This is an optimization exercise on Yosys and OpenROAD, whose aim is small area, a short achievable clock period and few clock cycles per item, not a production implementation.
Only simulation tests tie the RTL to the original design; equivalence was not proved.

==> inputs of run B <==
Design arctan_top, start of the top module:
module arctan_top(
	input             clk,
	input             rst,
	input             in_valid,
	output            in_ready,
	input      [31:0] inx,
	input      [31:0] iny,
	output reg        out_valid,
	output reg [31:0] out
);
make LEC_CHECK=0 CAP_MARGIN=20 CORE_MARGIN=2 CORE_UTILIZATION=40 CTS_BUF_LIST=sky130_fd_sc_hd__clkbuf_4 SLEW_MARGIN=20 finish   # period 200.0 ns
run.sh (not shown) runs the stock make flow with config.mk's settings and CLKGATE_MAP_FILE= SYNTH_SCRIPT=/design/flow/synth_recipe.tcl, a recipe that flattens the netlist after the stock synthesis.
==> run Z (differences from run B) <==
- CTS_BUF_LIST: sky130_fd_sc_hd__clkbuf_4 -> default
==> results.cfg <==
[global_routing]
track_usage_pct = 15.68

[route]
vias = 24510
met1_length_um = 36800
drtPass1Iterations = 7

[cells_and_area]
syn_to_final_growth_pct = 10.43

[run_status]
outcome = no timing/DRC/antenna violations

[clocking]
htreeDepth = 2
-- figures above: run Z

==> results.cfg <==
[route]
drtPass1Iterations = 6
vias = 25090

[cells_and_area]
syn_to_final_growth_pct = 10.05

[run_status]
outcome = no timing/DRC/antenna violations

[global_routing]
track_usage_pct = 15.92
-- figures above: run B

Testbench counts of run B, summed over its fixed seeds: cycles 3,264, items 3,200.
Testbench counts of run Z, summed over its fixed seeds: cycles 3,264, items 3,200.

---

==> v28 <==
Another version of the RTL of arctan_top (not shown whole).
Settings: LEC_CHECK=0, CAP_MARGIN=20, CORE_MARGIN=2, CORE_UTILIZATION=40, CTS_BUF_LIST=sky130_fd_sc_hd__clkbuf_8, CTS_CLUSTER_DIAMETER=60, CTS_CLUSTER_SIZE=14, SLEW_MARGIN=20, SYNTH_HIERARCHICAL=1, SYNTH_MINIMUM_KEEP_SIZE=0; clock period 200.0 ns.
standard.sh (not shown) runs the stock make flow with config.mk's settings and CLKGATE_MAP_FILE= SYNTH_SCRIPT=/design/flow/synth_recipe.tcl, a recipe that flattens the netlist after the stock synthesis.
==> flow/flow/run.sh <==
#!/bin/bash
# The standard layout (standard.sh), with plain buf_1 cells as the port
# buffers instead of the delay buffer the resizer picks by default.
# make's full output goes to flow_make.log; ORFS keeps each step's log under orfs/logs/.
set -euo pipefail
BUFFER_PORTS_ARGS="-buffer_cell sky130_fd_sc_hd__buf_1" bash standard.sh finish > flow_make.log 2>&1
==> inputs of v12, as changes to v28 <==
==> flow/flow/run.sh (replaced) <==
#!/bin/bash
# The standard layout (standard.sh), with plain buf_2 cells as the port
# buffers instead of the delay buffer the resizer picks by default.
# make's full output goes to flow_make.log; ORFS keeps each step's log under orfs/logs/.
set -euo pipefail
BUFFER_PORTS_ARGS="-buffer_cell sky130_fd_sc_hd__buf_2" bash standard.sh finish > flow_make.log 2>&1
Settings changed: CTS_CLUSTER_DIAMETER 60 to 84.
==> inputs of v33, as changes to v28 <==
Settings changed: CTS_CLUSTER_DIAMETER 60 to 84.
==> flow_summary.toml <==
[run_status]
run_status = "complete, no violations"

[grt]
grt_util_met3 = 0.0180

[critical_path]
crit_path_largest_cell_delay_ns = 0.33

[layout]
multi_input_area_share = 0.694
# the run above: v12

==> flow_summary.toml <==
[layout]
reg_top3 = "u_arctan.rx_0: 34 flops, u_arctan.rx_1: 34 flops, u_arctan.rx_2: 34 flops"
multi_input_area_share = 0.695

[run_status]
run_status = "complete, no violations"

[grt]
grt_util_met3 = 0.0174

[logic_synthesis]
synth_largest_area_cell = "fa_1"

[sta]
final_hold_viol_count = 0
# the run above: v33

==> flow_summary.toml <==
[critical_path]
crit_path_max_fanout = 1

[grt]
grt_util_met3 = 0.0183

[worst_hold_path]
min-delay-path-class = "flip-flop to flip-flop"

[run_status]
run_status = "complete, no violations"
# the run above: v28

Testbench counts of v28, summed over its fixed seeds: cycles 3,264, items 3,200.
Testbench counts of v12, summed over its fixed seeds: cycles 3,264, items 3,200.
Testbench counts of v33, summed over its fixed seeds: cycles 3,264, items 3,200.

---

==> inputs of zinc <==
Another version of the RTL of arctan_top (not shown whole).
export LEC_CHECK = 0
export CAP_MARGIN = 20
export CORE_MARGIN = 2
export CORE_UTILIZATION = 55
export CTS_BUF_LIST = sky130_fd_sc_hd__clkbuf_8
export CTS_CLUSTER_DIAMETER = 84
export CTS_CLUSTER_SIZE = 14
export PLACE_DENSITY = 0.65
export SLEW_MARGIN = 20
export SYNTH_HIERARCHICAL = 1
export SYNTH_MINIMUM_KEEP_SIZE = 0
create_clock -name core_clock -period 200.0 [get_ports {clk}]
==> flow/flow/run.sh <==
#!/bin/bash
# The standard layout (standard.sh), with plain buf_1 cells as the port
# buffers instead of the delay buffer the resizer picks by default.
# make's full output goes to flow_make.log; ORFS keeps each step's log under orfs/logs/.
set -euo pipefail
BUFFER_PORTS_ARGS="-buffer_cell sky130_fd_sc_hd__buf_1" bash standard.sh finish > flow_make.log 2>&1
==> inputs of violet, as changes to zinc <==
--- a/flow/design.v
+++ b/flow/design.v
@@ -3,15 +3,15 @@
 	input      [31:0] inx,
 	input      [31:0] iny,
 	output     [31:0] out
 );
 wire [32:0] v_0;
 wire [33:0] v_0_c;
 assign v_0_c[0] = 1'b0;
-arctan_ha ha1(.a(~(iny[0] ^ iny[31])), .b(inx[0]), .s(v_0[0]), .co(v_0_c[1]));
+arctan_fa fa1(.a(~(iny[0] ^ iny[31])), .b(inx[0]), .c(v_0_c[0]), .s(v_0[0]), .co(v_0_c[1]));
 arctan_fa fa2(.a(~(iny[1] ^ iny[31])), .b(inx[1]), .c(v_0_c[1]), .s(v_0[1]), .co(v_0_c[2]));
 arctan_fa fa3(.a(~(iny[2] ^ iny[31])), .b(inx[2]), .c(v_0_c[2]), .s(v_0[2]), .co(v_0_c[3]));
 arctan_fa fa4(.a(~(iny[3] ^ iny[31])), .b(inx[3]), .c(v_0_c[3]), .s(v_0[3]), .co(v_0_c[4]));
 arctan_fa fa5(.a(~(iny[4] ^ iny[31])), .b(inx[4]), .c(v_0_c[4]), .s(v_0[4]), .co(v_0_c[5]));
 arctan_fa fa6(.a(~(iny[5] ^ iny[31])), .b(inx[5]), .c(v_0_c[5]), .s(v_0[5]), .co(v_0_c[6]));
 arctan_fa fa7(.a(~(iny[6] ^ iny[31])), .b(inx[6]), .c(v_0_c[6]), .s(v_0[6]), .co(v_0_c[7]));
 arctan_fa fa8(.a(~(iny[7] ^ iny[31])), .b(inx[7]), .c(v_0_c[7]), .s(v_0[7]), .co(v_0_c[8]));
@@ -113,15 +113,15 @@
 arctan_fa fa62(.a(inx[30]), .b((iny[30] ^ iny[31])), .c(x_1_c[30]), .s(x_1[30]), .co(x_1_c[31]));
 arctan_ha ha63(.a(inx[31]), .b(x_1_c[31]), .s(x_1[31]), .co(x_1_c[32]));
 arctan_ha ha64(.a(inx[31]), .b(x_1_c[32]), .s(x_1[32]), .co(x_1_c[33]));
 arctan_ha ha65(.a(inx[31]), .b(x_1_c[33]), .s(x_1[33]), .co(x_1_c[34]));
 wire [33:0] v_1;
 wire [34:0] v_1_c;
 assign v_1_c[0] = 1'b0;
-arctan_ha ha66(.a(tn_0[0]), .b(x_1[1]), .s(v_1[0]), .co(v_1_c[1]));
+arctan_fa fa66(.a(tn_0[0]), .b(x_1[1]), .c(v_1_c[0]), .s(v_1[0]), .co(v_1_c[1]));
 arctan_fa fa67(.a(tn_0[1]), .b(x_1[2]), .c(v_1_c[1]), .s(v_1[1]), .co(v_1_c[2]));
 arctan_fa fa68(.a(tn_0[2]), .b(x_1[3]), .c(v_1_c[2]), .s(v_1[2]), .co(v_1_c[3]));
 arctan_fa fa69(.a(tn_0[3]), .b(x_1[4]), .c(v_1_c[3]), .s(v_1[3]), .co(v_1_c[4]));
 arctan_fa fa70(.a(tn_0[4]), .b(x_1[5]), .c(v_1_c[4]), .s(v_1[4]), .co(v_1_c[5]));
 arctan_fa fa71(.a(tn_0[5]), .b(x_1[6]), .c(v_1_c[5]), .s(v_1[5]), .co(v_1_c[6]));
 arctan_fa fa72(.a(tn_0[6]), .b(x_1[7]), .c(v_1_c[6]), .s(v_1[6]), .co(v_1_c[7]));
 arctan_fa fa73(.a(tn_0[7]), .b(x_1[8]), .c(v_1_c[7]), .s(v_1[7]), .co(v_1_c[8]));
@@ -227,15 +227,15 @@
 arctan_fa fa128(.a(x_1[30]), .b(~tn_0[31]), .c(x_2_c[30]), .s(x_2[30]), .co(x_2_c[31]));
 arctan_ha ha129(.a(x_1[31]), .b(x_2_c[31]), .s(x_2[31]), .co(x_2_c[32]));
 arctan_ha ha130(.a(x_1[32]), .b(x_2_c[32]), .s(x_2[32]), .co(x_2_c[33]));
 arctan_ha ha131(.a(x_1[33]), .b(x_2_c[33]), .s(x_2[33]), .co(x_2_c[34]));
 wire [32:0] v_2;
 wire [33:0] v_2_c;
 assign v_2_c[0] = 1'b0;
-arctan_ha ha132(.a(tn_1[0]), .b(x_2[2]), .s(v_2[0]), .co(v_2_c[1]));
+arctan_fa fa132(.a(tn_1[0]), .b(x_2[2]), .c(v_2_c[0]), .s(v_2[0]), .co(v_2_c[1]));
 arctan_fa fa133(.a(tn_1[1]), .b(x_2[3]), .c(v_2_c[1]), .s(v_2[1]), .co(v_2_c[2]));
 arctan_fa fa134(.a(tn_1[2]), .b(x_2[4]), .c(v_2_c[2]), .s(v_2[2]), .co(v_2_c[3]));
 arctan_fa fa135(.a(tn_1[3]), .b(x_2[5]), .c(v_2_c[3]), .s(v_2[3]), .co(v_2_c[4]));
 arctan_fa fa136(.a(tn_1[4]), .b(x_2[6]), .c(v_2_c[4]), .s(v_2[4]), .co(v_2_c[5]));
 arctan_fa fa137(.a(tn_1[5]), .b(x_2[7]), .c(v_2_c[5]), .s(v_2[5]), .co(v_2_c[6]));
 arctan_fa fa138(.a(tn_1[6]), .b(x_2[8]), .c(v_2_c[6]), .s(v_2[6]), .co(v_2_c[7]));
 arctan_fa fa139(.a(tn_1[7]), .b(x_2[9]), .c(v_2_c[7]), .s(v_2[7]), .co(v_2_c[8]));
@@ -346,15 +346,15 @@
 arctan_ha ha196(.a(x_2[32]), .b(x_3_c[32]), .s(x_3[32]), .co(x_3_c[33]));
 arctan_ha ha197(.a(x_2[33]), .b(x_3_c[33]), .s(x_3[33]), .co(x_3_c[34]));
 reg [33:0] rx_0;
 always @(posedge clk) rx_0 <= {x_3[33], x_3[32], x_3[31], x_3[30], x_3[29], x_3[28], x_3[27], x_3[26], x_3[25], x_3[24], x_3[23], x_3[22], x_3[21], x_3[20], x_3[19], x_3[18], x_3[17], x_3[16], x_3[15], x_3[14], x_3[13], x_3[12], x_3[11], x_3[10], x_3[9], x_3[8], x_3[7], x_3[6], x_3[5], x_3[4], x_3[3], x_3[2], x_3[1], x_3[0]};
 wire [31:0] v_3;
 wire [32:0] v_3_c;
 assign v_3_c[0] = 1'b0;
-arctan_ha ha198(.a(tn_2[0]), .b(rx_0[3]), .s(v_3[0]), .co(v_3_c[1]));
+arctan_fa fa198(.a(tn_2[0]), .b(rx_0[3]), .c(v_3_c[0]), .s(v_3[0]), .co(v_3_c[1]));
 arctan_fa fa199(.a(tn_2[1]), .b(rx_0[4]), .c(v_3_c[1]), .s(v_3[1]), .co(v_3_c[2]));
 arctan_fa fa200(.a(tn_2[2]), .b(rx_0[5]), .c(v_3_c[2]), .s(v_3[2]), .co(v_3_c[3]));
 arctan_fa fa201(.a(tn_2[3]), .b(rx_0[6]), .c(v_3_c[3]), .s(v_3[3]), .co(v_3_c[4]));
 arctan_fa fa202(.a(tn_2[4]), .b(rx_0[7]), .c(v_3_c[4]), .s(v_3[4]), .co(v_3_c[5]));
 arctan_fa fa203(.a(tn_2[5]), .b(rx_0[8]), .c(v_3_c[5]), .s(v_3[5]), .co(v_3_c[6]));
 arctan_fa fa204(.a(tn_2[6]), .b(rx_0[9]), .c(v_3_c[6]), .s(v_3[6]), .co(v_3_c[7]));
 arctan_fa fa205(.a(tn_2[7]), .b(rx_0[10]), .c(v_3_c[7]), .s(v_3[7]), .co(v_3_c[8]));
@@ -455,15 +455,15 @@
 arctan_ha ha259(.a(rx_0[30]), .b(x_4_c[30]), .s(x_4[30]), .co(x_4_c[31]));
 arctan_ha ha260(.a(rx_0[31]), .b(x_4_c[31]), .s(x_4[31]), .co(x_4_c[32]));
 arctan_ha ha261(.a(rx_0[32]), .b(x_4_c[32]), .s(x_4[32]), .co(x_4_c[33]));
 arctan_ha ha262(.a(rx_0[33]), .b(x_4_c[33]), .s(x_4[33]), .co(x_4_c[34]));
 wire [30:0] v_4;
 wire [31:0] v_4_c;
 assign v_4_c[0] = 1'b0;
-arctan_ha ha263(.a(tn_3[0]), .b(x_4[4]), .s(v_4[0]), .co(v_4_c[1]));
+arctan_fa fa263(.a(tn_3[0]), .b(x_4[4]), .c(v_4_c[0]), .s(v_4[0]), .co(v_4_c[1]));
 arctan_fa fa264(.a(tn_3[1]), .b(x_4[5]), .c(v_4_c[1]), .s(v_4[1]), .co(v_4_c[2]));
 arctan_fa fa265(.a(tn_3[2]), .b(x_4[6]), .c(v_4_c[2]), .s(v_4[2]), .co(v_4_c[3]));
 arctan_fa fa266(.a(tn_3[3]), .b(x_4[7]), .c(v_4_c[3]), .s(v_4[3]), .co(v_4_c[4]));
 arctan_fa fa267(.a(tn_3[4]), .b(x_4[8]), .c(v_4_c[4]), .s(v_4[4]), .co(v_4_c[5]));
 arctan_fa fa268(.a(tn_3[5]), .b(x_4[9]), .c(v_4_c[5]), .s(v_4[5]), .co(v_4_c[6]));
 arctan_fa fa269(.a(tn_3[6]), .b(x_4[10]), .c(v_4_c[6]), .s(v_4[6]), .co(v_4_c[7]));
 arctan_fa fa270(.a(tn_3[7]), .b(x_4[11]), .c(v_4_c[7]), .s(v_4[7]), .co(v_4_c[8]));
@@ -562,15 +562,15 @@
 arctan_ha ha323(.a(x_4[30]), .b(x_5_c[30]), .s(x_5[30]), .co(x_5_c[31]));
 arctan_ha ha324(.a(x_4[31]), .b(x_5_c[31]), .s(x_5[31]), .co(x_5_c[32]));
 arctan_ha ha325(.a(x_4[32]), .b(x_5_c[32]), .s(x_5[32]), .co(x_5_c[33]));
 arctan_ha ha326(.a(x_4[33]), .b(x_5_c[33]), .s(x_5[33]), .co(x_5_c[34]));
 wire [29:0] v_5;
 wire [30:0] v_5_c;
 assign v_5_c[0] = 1'b0;
-arctan_ha ha327(.a(tn_4[0]), .b(x_5[5]), .s(v_5[0]), .co(v_5_c[1]));
+arctan_fa fa327(.a(tn_4[0]), .b(x_5[5]), .c(v_5_c[0]), .s(v_5[0]), .co(v_5_c[1]));
 arctan_fa fa328(.a(tn_4[1]), .b(x_5[6]), .c(v_5_c[1]), .s(v_5[1]), .co(v_5_c[2]));
 arctan_fa fa329(.a(tn_4[2]), .b(x_5[7]), .c(v_5_c[2]), .s(v_5[2]), .co(v_5_c[3]));
 arctan_fa fa330(.a(tn_4[3]), .b(x_5[8]), .c(v_5_c[3]), .s(v_5[3]), .co(v_5_c[4]));
 arctan_fa fa331(.a(tn_4[4]), .b(x_5[9]), .c(v_5_c[4]), .s(v_5[4]), .co(v_5_c[5]));
 arctan_fa fa332(.a(tn_4[5]), .b(x_5[10]), .c(v_5_c[5]), .s(v_5[5]), .co(v_5_c[6]));
 arctan_fa fa333(.a(tn_4[6]), .b(x_5[11]), .c(v_5_c[6]), .s(v_5[6]), .co(v_5_c[7]));
 arctan_fa fa334(.a(tn_4[7]), .b(x_5[12]), .c(v_5_c[7]), .s(v_5[7]), .co(v_5_c[8]));
@@ -675,15 +675,15 @@
 reg [27:0] ru_1;
 always @(posedge clk) ru_1 <= {tn_5[27], tn_5[26], tn_5[25], tn_5[24], tn_5[23], tn_5[22], tn_5[21], tn_5[20], tn_5[19], tn_5[18], tn_5[17], tn_5[16], tn_5[15], tn_5[14], tn_5[13], tn_5[12], tn_5[11], tn_5[10], tn_5[9], tn_5[8], tn_5[7], tn_5[6], tn_5[5], tn_5[4], tn_5[3], tn_5[2], tn_5[1], tn_5[0]};
 reg [33:0] rx_1;
 always @(posedge clk) rx_1 <= {x_6[33], x_6[32], x_6[31], x_6[30], x_6[29], x_6[28], x_6[27], x_6[26], x_6[25], x_6[24], x_6[23], x_6[22], x_6[21], x_6[20], x_6[19], x_6[18], x_6[17], x_6[16], x_6[15], x_6[14], x_6[13], x_6[12], x_6[11], x_6[10], x_6[9], x_6[8], x_6[7], x_6[6], x_6[5], x_6[4], x_6[3], x_6[2], x_6[1], x_6[0]};
 wire [28:0] v_6;
 wire [29:0] v_6_c;
 assign v_6_c[0] = 1'b0;
-arctan_ha ha390(.a(ru_1[0]), .b(rx_1[6]), .s(v_6[0]), .co(v_6_c[1]));
+arctan_fa fa390(.a(ru_1[0]), .b(rx_1[6]), .c(v_6_c[0]), .s(v_6[0]), .co(v_6_c[1]));
 arctan_fa fa391(.a(ru_1[1]), .b(rx_1[7]), .c(v_6_c[1]), .s(v_6[1]), .co(v_6_c[2]));
 arctan_fa fa392(.a(ru_1[2]), .b(rx_1[8]), .c(v_6_c[2]), .s(v_6[2]), .co(v_6_c[3]));
 arctan_fa fa393(.a(ru_1[3]), .b(rx_1[9]), .c(v_6_c[3]), .s(v_6[3]), .co(v_6_c[4]));
 arctan_fa fa394(.a(ru_1[4]), .b(rx_1[10]), .c(v_6_c[4]), .s(v_6[4]), .co(v_6_c[5]));
 arctan_fa fa395(.a(ru_1[5]), .b(rx_1[11]), .c(v_6_c[5]), .s(v_6[5]), .co(v_6_c[6]));
 arctan_fa fa396(.a(ru_1[6]), .b(rx_1[12]), .c(v_6_c[6]), .s(v_6[6]), .co(v_6_c[7]));
 arctan_fa fa397(.a(ru_1[7]), .b(rx_1[13]), .c(v_6_c[7]), .s(v_6[7]), .co(v_6_c[8]));
@@ -778,15 +778,15 @@
 arctan_ha ha448(.a(rx_1[30]), .b(x_7_c[30]), .s(x_7[30]), .co(x_7_c[31]));
 arctan_ha ha449(.a(rx_1[31]), .b(x_7_c[31]), .s(x_7[31]), .co(x_7_c[32]));
 arctan_ha ha450(.a(rx_1[32]), .b(x_7_c[32]), .s(x_7[32]), .co(x_7_c[33]));
 arctan_ha ha451(.a(rx_1[33]), .b(x_7_c[33]), .s(x_7[33]), .co(x_7_c[34]));
 wire [27:0] v_7;
 wire [28:0] v_7_c;
 assign v_7_c[0] = 1'b0;
-arctan_ha ha452(.a(tn_6[0]), .b(x_7[7]), .s(v_7[0]), .co(v_7_c[1]));
+arctan_fa fa452(.a(tn_6[0]), .b(x_7[7]), .c(v_7_c[0]), .s(v_7[0]), .co(v_7_c[1]));
 arctan_fa fa453(.a(tn_6[1]), .b(x_7[8]), .c(v_7_c[1]), .s(v_7[1]), .co(v_7_c[2]));
 arctan_fa fa454(.a(tn_6[2]), .b(x_7[9]), .c(v_7_c[2]), .s(v_7[2]), .co(v_7_c[3]));
 arctan_fa fa455(.a(tn_6[3]), .b(x_7[10]), .c(v_7_c[3]), .s(v_7[3]), .co(v_7_c[4]));
 arctan_fa fa456(.a(tn_6[4]), .b(x_7[11]), .c(v_7_c[4]), .s(v_7[4]), .co(v_7_c[5]));
 arctan_fa fa457(.a(tn_6[5]), .b(x_7[12]), .c(v_7_c[5]), .s(v_7[5]), .co(v_7_c[6]));
 arctan_fa fa458(.a(tn_6[6]), .b(x_7[13]), .c(v_7_c[6]), .s(v_7[6]), .co(v_7_c[7]));
 arctan_fa fa459(.a(tn_6[7]), .b(x_7[14]), .c(v_7_c[7]), .s(v_7[7]), .co(v_7_c[8]));
@@ -879,15 +879,15 @@
 arctan_ha ha509(.a(x_7[30]), .b(x_8_c[30]), .s(x_8[30]), .co(x_8_c[31]));
 arctan_ha ha510(.a(x_7[31]), .b(x_8_c[31]), .s(x_8[31]), .co(x_8_c[32]));
 arctan_ha ha511(.a(x_7[32]), .b(x_8_c[32]), .s(x_8[32]), .co(x_8_c[33]));
 arctan_ha ha512(.a(x_7[33]), .b(x_8_c[33]), .s(x_8[33]), .co(x_8_c[34]));
 wire [26:0] v_8;
 wire [27:0] v_8_c;
 assign v_8_c[0] = 1'b0;
-arctan_ha ha513(.a(tn_7[0]), .b(x_8[8]), .s(v_8[0]), .co(v_8_c[1]));
+arctan_fa fa513(.a(tn_7[0]), .b(x_8[8]), .c(v_8_c[0]), .s(v_8[0]), .co(v_8_c[1]));
 arctan_fa fa514(.a(tn_7[1]), .b(x_8[9]), .c(v_8_c[1]), .s(v_8[1]), .co(v_8_c[2]));
 arctan_fa fa515(.a(tn_7[2]), .b(x_8[10]), .c(v_8_c[2]), .s(v_8[2]), .co(v_8_c[3]));
 arctan_fa fa516(.a(tn_7[3]), .b(x_8[11]), .c(v_8_c[3]), .s(v_8[3]), .co(v_8_c[4]));
 arctan_fa fa517(.a(tn_7[4]), .b(x_8[12]), .c(v_8_c[4]), .s(v_8[4]), .co(v_8_c[5]));
 arctan_fa fa518(.a(tn_7[5]), .b(x_8[13]), .c(v_8_c[5]), .s(v_8[5]), .co(v_8_c[6]));
 arctan_fa fa519(.a(tn_7[6]), .b(x_8[14]), .c(v_8_c[6]), .s(v_8[6]), .co(v_8_c[7]));
 arctan_fa fa520(.a(tn_7[7]), .b(x_8[15]), .c(v_8_c[7]), .s(v_8[7]), .co(v_8_c[8]));
@@ -986,15 +986,15 @@
 reg [24:0] ru_2;
 always @(posedge clk) ru_2 <= {tn_8[24], tn_8[23], tn_8[22], tn_8[21], tn_8[20], tn_8[19], tn_8[18], tn_8[17], tn_8[16], tn_8[15], tn_8[14], tn_8[13], tn_8[12], tn_8[11], tn_8[10], tn_8[9], tn_8[8], tn_8[7], tn_8[6], tn_8[5], tn_8[4], tn_8[3], tn_8[2], tn_8[1], tn_8[0]};
 reg [33:0] rx_2;
 always @(posedge clk) rx_2 <= {x_9[33], x_9[32], x_9[31], x_9[30], x_9[29], x_9[28], x_9[27], x_9[26], x_9[25], x_9[24], x_9[23], x_9[22], x_9[21], x_9[20], x_9[19], x_9[18], x_9[17], x_9[16], x_9[15], x_9[14], x_9[13], x_9[12], x_9[11], x_9[10], x_9[9], x_9[8], x_9[7], x_9[6], x_9[5], x_9[4], x_9[3], x_9[2], x_9[1], x_9[0]};
 wire [25:0] v_9;
 wire [26:0] v_9_c;
 assign v_9_c[0] = 1'b0;
-arctan_ha ha573(.a(ru_2[0]), .b(rx_2[9]), .s(v_9[0]), .co(v_9_c[1]));
+arctan_fa fa573(.a(ru_2[0]), .b(rx_2[9]), .c(v_9_c[0]), .s(v_9[0]), .co(v_9_c[1]));
 arctan_fa fa574(.a(ru_2[1]), .b(rx_2[10]), .c(v_9_c[1]), .s(v_9[1]), .co(v_9_c[2]));
 arctan_fa fa575(.a(ru_2[2]), .b(rx_2[11]), .c(v_9_c[2]), .s(v_9[2]), .co(v_9_c[3]));
 arctan_fa fa576(.a(ru_2[3]), .b(rx_2[12]), .c(v_9_c[3]), .s(v_9[3]), .co(v_9_c[4]));
 arctan_fa fa577(.a(ru_2[4]), .b(rx_2[13]), .c(v_9_c[4]), .s(v_9[4]), .co(v_9_c[5]));
 arctan_fa fa578(.a(ru_2[5]), .b(rx_2[14]), .c(v_9_c[5]), .s(v_9[5]), .co(v_9_c[6]));
 arctan_fa fa579(.a(ru_2[6]), .b(rx_2[15]), .c(v_9_c[6]), .s(v_9[6]), .co(v_9_c[7]));
 arctan_fa fa580(.a(ru_2[7]), .b(rx_2[16]), .c(v_9_c[7]), .s(v_9[7]), .co(v_9_c[8]));
@@ -1083,15 +1083,15 @@
 arctan_ha ha628(.a(rx_2[30]), .b(x_10_c[30]), .s(x_10[30]), .co(x_10_c[31]));
 arctan_ha ha629(.a(rx_2[31]), .b(x_10_c[31]), .s(x_10[31]), .co(x_10_c[32]));
 arctan_ha ha630(.a(rx_2[32]), .b(x_10_c[32]), .s(x_10[32]), .co(x_10_c[33]));
 arctan_ha ha631(.a(rx_2[33]), .b(x_10_c[33]), .s(x_10[33]), .co(x_10_c[34]));
 wire [24:0] v_10;
 wire [25:0] v_10_c;
 assign v_10_c[0] = 1'b0;
-arctan_ha ha632(.a(tn_9[0]), .b(x_10[10]), .s(v_10[0]), .co(v_10_c[1]));
+arctan_fa fa632(.a(tn_9[0]), .b(x_10[10]), .c(v_10_c[0]), .s(v_10[0]), .co(v_10_c[1]));
 arctan_fa fa633(.a(tn_9[1]), .b(x_10[11]), .c(v_10_c[1]), .s(v_10[1]), .co(v_10_c[2]));
 arctan_fa fa634(.a(tn_9[2]), .b(x_10[12]), .c(v_10_c[2]), .s(v_10[2]), .co(v_10_c[3]));
 arctan_fa fa635(.a(tn_9[3]), .b(x_10[13]), .c(v_10_c[3]), .s(v_10[3]), .co(v_10_c[4]));
 arctan_fa fa636(.a(tn_9[4]), .b(x_10[14]), .c(v_10_c[4]), .s(v_10[4]), .co(v_10_c[5]));
 arctan_fa fa637(.a(tn_9[5]), .b(x_10[15]), .c(v_10_c[5]), .s(v_10[5]), .co(v_10_c[6]));
 arctan_fa fa638(.a(tn_9[6]), .b(x_10[16]), .c(v_10_c[6]), .s(v_10[6]), .co(v_10_c[7]));
 arctan_fa fa639(.a(tn_9[7]), .b(x_10[17]), .c(v_10_c[7]), .s(v_10[7]), .co(v_10_c[8]));
@@ -1178,15 +1178,15 @@
 arctan_ha ha686(.a(x_10[30]), .b(x_11_c[30]), .s(x_11[30]), .co(x_11_c[31]));
 arctan_ha ha687(.a(x_10[31]), .b(x_11_c[31]), .s(x_11[31]), .co(x_11_c[32]));
 arctan_ha ha688(.a(x_10[32]), .b(x_11_c[32]), .s(x_11[32]), .co(x_11_c[33]));
 arctan_ha ha689(.a(x_10[33]), .b(x_11_c[33]), .s(x_11[33]), .co(x_11_c[34]));
 wire [23:0] v_11;
 wire [24:0] v_11_c;
 assign v_11_c[0] = 1'b0;
-arctan_ha ha690(.a(tn_10[0]), .b(x_11[11]), .s(v_11[0]), .co(v_11_c[1]));
+arctan_fa fa690(.a(tn_10[0]), .b(x_11[11]), .c(v_11_c[0]), .s(v_11[0]), .co(v_11_c[1]));
 arctan_fa fa691(.a(tn_10[1]), .b(x_11[12]), .c(v_11_c[1]), .s(v_11[1]), .co(v_11_c[2]));
 arctan_fa fa692(.a(tn_10[2]), .b(x_11[13]), .c(v_11_c[2]), .s(v_11[2]), .co(v_11_c[3]));
 arctan_fa fa693(.a(tn_10[3]), .b(x_11[14]), .c(v_11_c[3]), .s(v_11[3]), .co(v_11_c[4]));
 arctan_fa fa694(.a(tn_10[4]), .b(x_11[15]), .c(v_11_c[4]), .s(v_11[4]), .co(v_11_c[5]));
 arctan_fa fa695(.a(tn_10[5]), .b(x_11[16]), .c(v_11_c[5]), .s(v_11[5]), .co(v_11_c[6]));
 arctan_fa fa696(.a(tn_10[6]), .b(x_11[17]), .c(v_11_c[6]), .s(v_11[6]), .co(v_11_c[7]));
 arctan_fa fa697(.a(tn_10[7]), .b(x_11[18]), .c(v_11_c[7]), .s(v_11[7]), .co(v_11_c[8]));
CORE_UTILIZATION = 40   (was 55)
CTS_CLUSTER_DIAMETER = 100   (was 84)
CTS_CLUSTER_SIZE = 12   (was 14)
PLACE_DENSITY = default   (was 0.65)
==> results.yml <==
route:
  drtPass1Iterations: 7
status:
  status: "finished clean"
final_layout:
  sh_seq_area_pct: 21.15
  n_all_buffers: 127
sta:
  setup_slack_ns: 158.86
Source of the figures above: zinc

==> results.yml <==
final_layout:
  sh_seq_area_pct: 20.85
  n_all_buffers: 128
sta:
  setup_slack_ns: 158.82
status:
  status: "finished clean"
Source of the figures above: violet

Testbench counts of zinc, summed over its fixed seeds: cycles 3,264, items 3,200.
Testbench counts of violet, summed over its fixed seeds: cycles 3,264, items 3,200.

==> what the ideal ports hide <==
Ports are ideal in the flow. The routed layouts listed here were re-timed in OpenROAD. Step 1: set_driving_cell puts a clkbuf_16 on clk and a buf_2 on each other input, an assumption about the parent block. Step 2, shift: input delay + t, output delay - t, t = (earliest + latest rising clock arrival at the registers) / 2. This alone moves slack from input paths to output paths. Three values: ideal, step 1, step 2; two values: the first two.
run | t, ns | slack for setup (ns) | clock arrival spread, ns | worst register clock-pin slew, ns
run B | 1.105 | 157.535 / 157.535 / 157.535 | 0.066 / 0.065 | 0.09 / 0.09
run Z | 0.714 | 157.535 / 157.535 / 157.535 | 0.049 / 0.049 | 0.07 / 0.07
v28 | 0.745 | 158.809 / 158.743 / 159.081 | 0.078 / 0.078 | 0.09 / 0.09
v12 | 0.726 | 158.883 / 158.818 / 159.052 | 0.047 / 0.047 | 0.10 / 0.10
v33 | 0.736 | 158.841 / 158.772 / 159.089 | 0.068 / 0.067 | 0.12 / 0.12
zinc | 0.722 | 158.864 / 158.805 / 158.937 | 0.068 / 0.067 | 0.10 / 0.10
violet | 0.746 | 158.820 / 158.752 / 159.107 | 0.047 / 0.046 | 0.10 / 0.10
After both steps setup and hold are still met in every run listed.
